Context: an optimization exercise on an open-source flow, tuned for small area and a short achievable clock period. The choices shown serve that exercise and are no tape-out recipe.
In this exercise RTL edits were held to simulation tests only and were not proved equivalent to the original.
Power and IR drop assume default switching activity.

## Unsigned_Array_Multiplier_32_Bit_Top
module Unsigned_Array_Multiplier_32_Bit_Top (
    input         Clock_In,
    input         Enable_In,
    input  [31:0] Data_A_In,
    input  [31:0] Data_B_In,
    output [63:0] Multiplied_Result_Out
);
reg  [31:0] Data_A_Reg;
wire [10:0] S1_In, S2_In, S3_In, S4_In;
wire [9:0]  Neg_In;
reg  [10:0] S1_Reg, S2_Reg, S3_Reg, S4_Reg;
reg  [9:0]  Neg_Reg;
wire [33:0] Triple_In;
reg  [33:1] Triple_Reg;
mul_booth_enc Booth_Enc_Inst (.b(Data_B_In), .en(Enable_In), .s1(S1_In), .s2(S2_In), .s3(S3_In), .s4(S4_In), .neg(Neg_In));
mul_add3a Triple_Inst (.x({1'b0, Data_A_In}), .y({Data_A_In, 1'b0}), .p(Triple_In));
reg  [156:0] Cut_Reg;
wire [156:0] Cut;
always @ (posedge Clock_In)
    begin
        Data_A_Reg <= Data_A_In;
        S1_Reg     <= S1_In;
        S2_Reg     <= S2_In;
        S3_Reg     <= S3_In;
        S4_Reg     <= S4_In;
        Neg_Reg    <= Neg_In;
        Triple_Reg <= Triple_In[33:1];
        Cut_Reg    <= Cut;
    end
Unsigned_Array_Multiplier_32_Bit Unsigned_Array_Multiplier_32_Bit_Inst (
    .a (Data_A_Reg),
    .t ({Triple_Reg, Data_A_Reg[0]}),
    .s1 (S1_Reg),
    .s2 (S2_Reg),
    .s3 (S3_Reg),
    .s4 (S4_Reg),
    .neg (Neg_Reg),
    .cut (Cut)
);
mul_add64 Final_Add_Inst (.c(Cut_Reg), .p(Multiplied_Result_Out));
endmodule
For scale: about 3000 cells after synthesis, ~130 I/O pins.
==> flow/config.mk <==
export PLATFORM = sky130hd
export DESIGN_NAME = Unsigned_Array_Multiplier_32_Bit_Top
export DESIGN_NICKNAME = Unsigned_Array_Multiplier_32_Bit_Top
export VERILOG_FILES = /design/flow/design.v
export SDC_FILE = /design/flow/constraint.sdc
export NUM_CORES = 4
export LEC_CHECK = 0
export CAP_MARGIN = 20
export CORE_MARGIN = 2
export CORE_UTILIZATION = 50
export SLEW_MARGIN = 70
export SYNTH_HIERARCHICAL = 1
export SYNTH_MINIMUM_KEEP_SIZE = 0
==> flow/constraint.sdc <==
create_clock -name core_clock -period 12.0 [get_ports {Clock_In}]
set_input_delay 2.4000 -clock core_clock [delete_from_list [all_inputs] [get_ports {Clock_In}]]
set_output_delay 2.4000 -clock core_clock [all_outputs]
set_load 0.01 [all_outputs]
standard.sh (not shown) runs the stock make flow with config.mk's settings and CLKGATE_MAP_FILE= SYNTH_SCRIPT=/design/flow/synth_recipe.tcl, a recipe that flattens the netlist after the stock synthesis.
==> flow/flow/run.sh <==
#!/bin/bash
# Own layout flow: the standard ORFS layout (standard.sh, with the standard
# synthesis unchanged) with two changes: the port buffers are buf_2 (instead of
# the default pick, a slow delay buffer), and after floorplanning the
# combinational cells that synthesis upsized are set back to drive 1
# (flow/downsize.tcl); placement's repair_design then fixes slew/capacitance.
# Timing repair aims at a setup slack margin of 7.5 ns (a 4.5 ns period).
# make's full output goes to make.log in the work folder; ORFS's per-step logs
# stay in orfs/logs/.
set -euo pipefail
export BUFFER_PORTS_ARGS="-buffer_cell sky130_fd_sc_hd__buf_2"
export SETUP_SLACK_MARGIN=7.5
export POST_FLOORPLAN_TCL="$PWD/flow/downsize.tcl"
bash standard.sh finish > make.log 2>&1
==> flow/flow/downsize.tcl <==
set db [ord::get_db]
set block [ord::get_db_block]
set n 0
foreach inst [$block getInsts] {
  set m [[$inst getMaster] getName]
  if {![regexp {^(sky130_fd_sc_hd__([a-z0-9]+))_([0-9]+)$} $m -> base fn size]} { continue }
  if {$size eq "1" || $size eq "0"} { continue }
  if {[regexp {^(df|dl|sdf|edf|buf|clk|inv|dly|conb|tap|fill|decap|ha$|fa$|probe|lpflow)} $fn]} { continue }
  set new [$db findMaster "${base}_1"]
  if {$new eq "NULL"} { continue }
  $inst swapMaster $new
  incr n
}
puts "downsize.tcl: set $n cells to drive 1"
The baseline produced a clean layout.
Edit:
--- a/flow/flow/run.sh
+++ b/flow/flow/run.sh
@@ -7 +6,0 @@
-# Timing repair aims at a setup slack margin of 7.5 ns (a 4.5 ns period).
@@ -12 +10,0 @@
-export SETUP_SLACK_MARGIN=7.5
After rerunning: Power came out lower by about 13%; global-route usage came out higher by 1.3 points; clock skew came out lower by 0.017 ns; worst hold slack improved by 0.018 ns; core utilization came out lower by 3.3 points; final cell count came out lower by 1.1%; maximum frequency came out lower by 10%; sequential power barely changes; cell area came out lower by 6.3%; area after synthesis stays the same; worst setup slack got worse by 0.53 ns.

* * *

## red
Unsigned_Array_Multiplier_32_Bit_Top, a different RTL version from the one above (not shown whole).
Size in the first run: about 3,000 cells after synthesis, roughly 130 I/O pins, about 32,000 um2 of cells after synthesis.
// Unsigned_Array_Multiplier_32_Bit_Top
module Unsigned_Array_Multiplier_32_Bit_Top (
    input         Clock_In,
    input         Enable_In,
    input  [31:0] Data_A_In,
    input  [31:0] Data_B_In,
    output [63:0] Multiplied_Result_Out
);
clock: 12.0 ns
lec_check: 0
cap_margin: 20
core_margin: 2
core_utilization: 55
slew_margin: 40
synth_hierarchical: 1
synth_minimum_keep_size: 0
tns_end_percent: 10
==> flow/flow/run.sh <==
#!/bin/bash
# Own layout flow: the standard ORFS layout (standard.sh, with the standard
# synthesis unchanged) with two changes: the port buffers are buf_2 (instead of
# the default pick, a slow delay buffer), and after floorplanning the
# combinational cells that synthesis upsized are set back to drive 1
# (flow/downsize.tcl); placement's repair_design then fixes slew/capacitance.
# Timing repair aims at a setup slack margin of 7.5 ns (a 4.5 ns period).
# make's full output goes to make.log in the work folder; ORFS's per-step logs
# stay in orfs/logs/.
set -euo pipefail
export BUFFER_PORTS_ARGS="-buffer_cell sky130_fd_sc_hd__buf_2"
export SETUP_SLACK_MARGIN=7.5
export POST_FLOORPLAN_TCL="$PWD/flow/downsize.tcl"
bash standard.sh finish > make.log 2>&1
Scripts as last shown in full above: flow/flow/downsize.tcl
For blue, these inputs were changed with respect to red:
# red
export LEC_CHECK = 0
export CAP_MARGIN = 20
export CORE_MARGIN = 2
export CORE_UTILIZATION = 55
export SLEW_MARGIN = 40
export SYNTH_HIERARCHICAL = 1
export SYNTH_MINIMUM_KEEP_SIZE = 0
export TNS_END_PERCENT = 10
create_clock -name core_clock -period 12.0 [get_ports {Clock_In}]
# blue
export LEC_CHECK = 0
export CAP_MARGIN = 20
export CORE_MARGIN = 2
export CORE_UTILIZATION = 60
export SLEW_MARGIN = 40
export SYNTH_HIERARCHICAL = 1
export SYNTH_MINIMUM_KEEP_SIZE = 0
export TNS_END_PERCENT = 10
create_clock -name core_clock -period 12.0 [get_ports {Clock_In}]
Findings:
Relative to red, blue improves cell area after layout.
Across both runs, met3 global-route usage was higher for blue than for red.
Net switching share of the total power: blue vs red down 0.32 points
| number of instances in the synthesized netlist | red vs blue | ≈ equal |
Measured against each other, red and blue differ in post-synthesis to final-layout area growth, the higher figure coming from red.
Sort red and blue by global placement routability congestion, ascending, and blue comes first.
Setup slack in blue is larger than in red.
Final number of hold-violating endpoints came out exactly the same in red and blue.
The net total in the final layout on red is in line with that on blue.
| sequential cell area | blue vs red | 0.38% higher |
Modified inputs, green compared to blue
# blue
export LEC_CHECK = 0
export CAP_MARGIN = 20
export CORE_MARGIN = 2
export CORE_UTILIZATION = 60
export SLEW_MARGIN = 40
export SYNTH_HIERARCHICAL = 1
export SYNTH_MINIMUM_KEEP_SIZE = 0
export TNS_END_PERCENT = 10
create_clock -name core_clock -period 12.0 [get_ports {Clock_In}]
# green
export LEC_CHECK = 0
export CAP_MARGIN = 20
export CORE_MARGIN = 2
export CORE_UTILIZATION = 55
export SLEW_MARGIN = 40
export SYNTH_HIERARCHICAL = 1
export SYNTH_MINIMUM_KEEP_SIZE = 0
export TNS_END_PERCENT = 10
create_clock -name core_clock -period 12.0 [get_ports {Clock_In}]
==> flow/flow/run.sh <==
#!/bin/bash
# Own layout flow: the standard ORFS layout (standard.sh, with the standard
# synthesis unchanged) with two changes: the port buffers are buf_2 (instead of
# the default pick, a slow delay buffer), and after floorplanning the
# combinational cells that synthesis upsized are set back to drive 1
# (flow/downsize.tcl); placement's repair_design then fixes slew/capacitance.
# Clock tree synthesis runs without dummy loads (CTS_ARGS).
# Timing repair aims at a setup slack margin of 7.5 ns (a 4.5 ns period).
# make's full output goes to make.log in the work folder; ORFS's per-step logs
# stay in orfs/logs/.
set -euo pipefail
export BUFFER_PORTS_ARGS="-buffer_cell sky130_fd_sc_hd__buf_2"
export SETUP_SLACK_MARGIN=7.5
export CTS_ARGS="-sink_clustering_enable -repair_clock_nets -dont_use_dummy_load"
export POST_FLOORPLAN_TCL="$PWD/flow/downsize.tcl"
bash standard.sh finish > make.log 2>&1
==> results.txt <==
- On sum of internal, switching and leakage power, blue and green are basically level.
- Going from blue to green, total grt overflow closely matched the old numbers; average cell area after synthesis stayed essentially flat; switching power went up 0.092 mW; max-capacitance violation count now sits at about the same level.
- The global-route wire length before repair in green sits 1.4 mm below the value recorded for blue.
Input-level comparison between orange and green:
# green
export LEC_CHECK = 0
export CAP_MARGIN = 20
export CORE_MARGIN = 2
export CORE_UTILIZATION = 55
export SLEW_MARGIN = 40
export SYNTH_HIERARCHICAL = 1
export SYNTH_MINIMUM_KEEP_SIZE = 0
export TNS_END_PERCENT = 10
create_clock -name core_clock -period 12.0 [get_ports {Clock_In}]
# orange
export LEC_CHECK = 0
export CAP_MARGIN = 20
export CORE_MARGIN = 2
export CORE_UTILIZATION = 60
export SLEW_MARGIN = 70
export SYNTH_HIERARCHICAL = 1
export SYNTH_MINIMUM_KEEP_SIZE = 0
create_clock -name core_clock -period 12.0 [get_ports {Clock_In}]
==> flow/flow/run.sh <==
#!/bin/bash
# Own layout flow: the standard ORFS layout (standard.sh, with the standard
# synthesis unchanged) with two changes: the port buffers are buf_2 (instead of
# the default pick, a slow delay buffer), and after floorplanning the
# combinational cells that synthesis upsized are set back to drive 1
# (flow/downsize.tcl); placement's repair_design then fixes slew/capacitance.
# Timing repair aims at a setup slack margin of 7.5 ns (a 4.5 ns period).
# make's full output goes to make.log in the work folder; ORFS's per-step logs
# stay in orfs/logs/.
set -euo pipefail
export BUFFER_PORTS_ARGS="-buffer_cell sky130_fd_sc_hd__buf_2"
export SETUP_SLACK_MARGIN=7.5
export POST_FLOORPLAN_TCL="$PWD/flow/downsize.tcl"
bash standard.sh finish > make.log 2>&1
## What came out
- Compared with green, orange shows a lower sequential fraction of design power.
- Compared with green, in orange routed length on met2 was more or less identical; final-layout fill cell count lower; final critical path time including I/O delays and setup lower.
- Critical path depth: orange vs green down 2
- orange reports a higher wire length than green does.
- Of the two values seen for critical path's slowest cell, sky130_fd_sc_hd__dfxtp_4 was produced by green and sky130_fd_sc_hd__dfxtp_1 by orange.

## afterwards: timing with drivers on the ports
Ports are ideal in the flow. The routed layouts listed here were re-timed in OpenROAD.
Step 1 assumes that a clkbuf_16 drives the clock port and a buf_2 every other input.
Step 2 moves the port delays by t, midway between the first and last clock arrival at a register: inputs arrive t later, outputs are due t later. That takes back most of the time a late clock gives input paths.
Slacks: no drivers / after step 1 / after step 2; pairs: no drivers / after step 1.
run	t (ns)	setup slack, ns	worst hold slack (ns)	worst register clock-pin slew, ns	pins driven straight from the clock port
the first run of note 1	0.656	7.433 / 7.366 / 7.267	0.785 / 0.785 / 0.785	0.07 / 0.07	1
the second run of note 1	0.662	6.899 / 6.835 / 7.160	0.803 / 0.803 / 0.803	0.07 / 0.07	1
red	0.663	7.361 / 7.304 / 7.298	0.834 / 0.834 / 0.834	0.07 / 0.07	1
blue	0.649	7.399 / 7.336 / 7.223	0.825 / 0.825 / 0.825	0.07 / 0.07	1
green	0.635	7.403 / 7.346 / 7.285	0.841 / 0.841 / 0.841	0.06 / 0.06	1
orange	0.651	7.428 / 7.365 / 7.226	0.794 / 0.794 / 0.794	0.07 / 0.07	1
After both steps every run listed still meets setup and hold. For orange, which loses most, drivers alone change the setup slack by -0.063 ns; drivers and shift together by -0.202 ns.
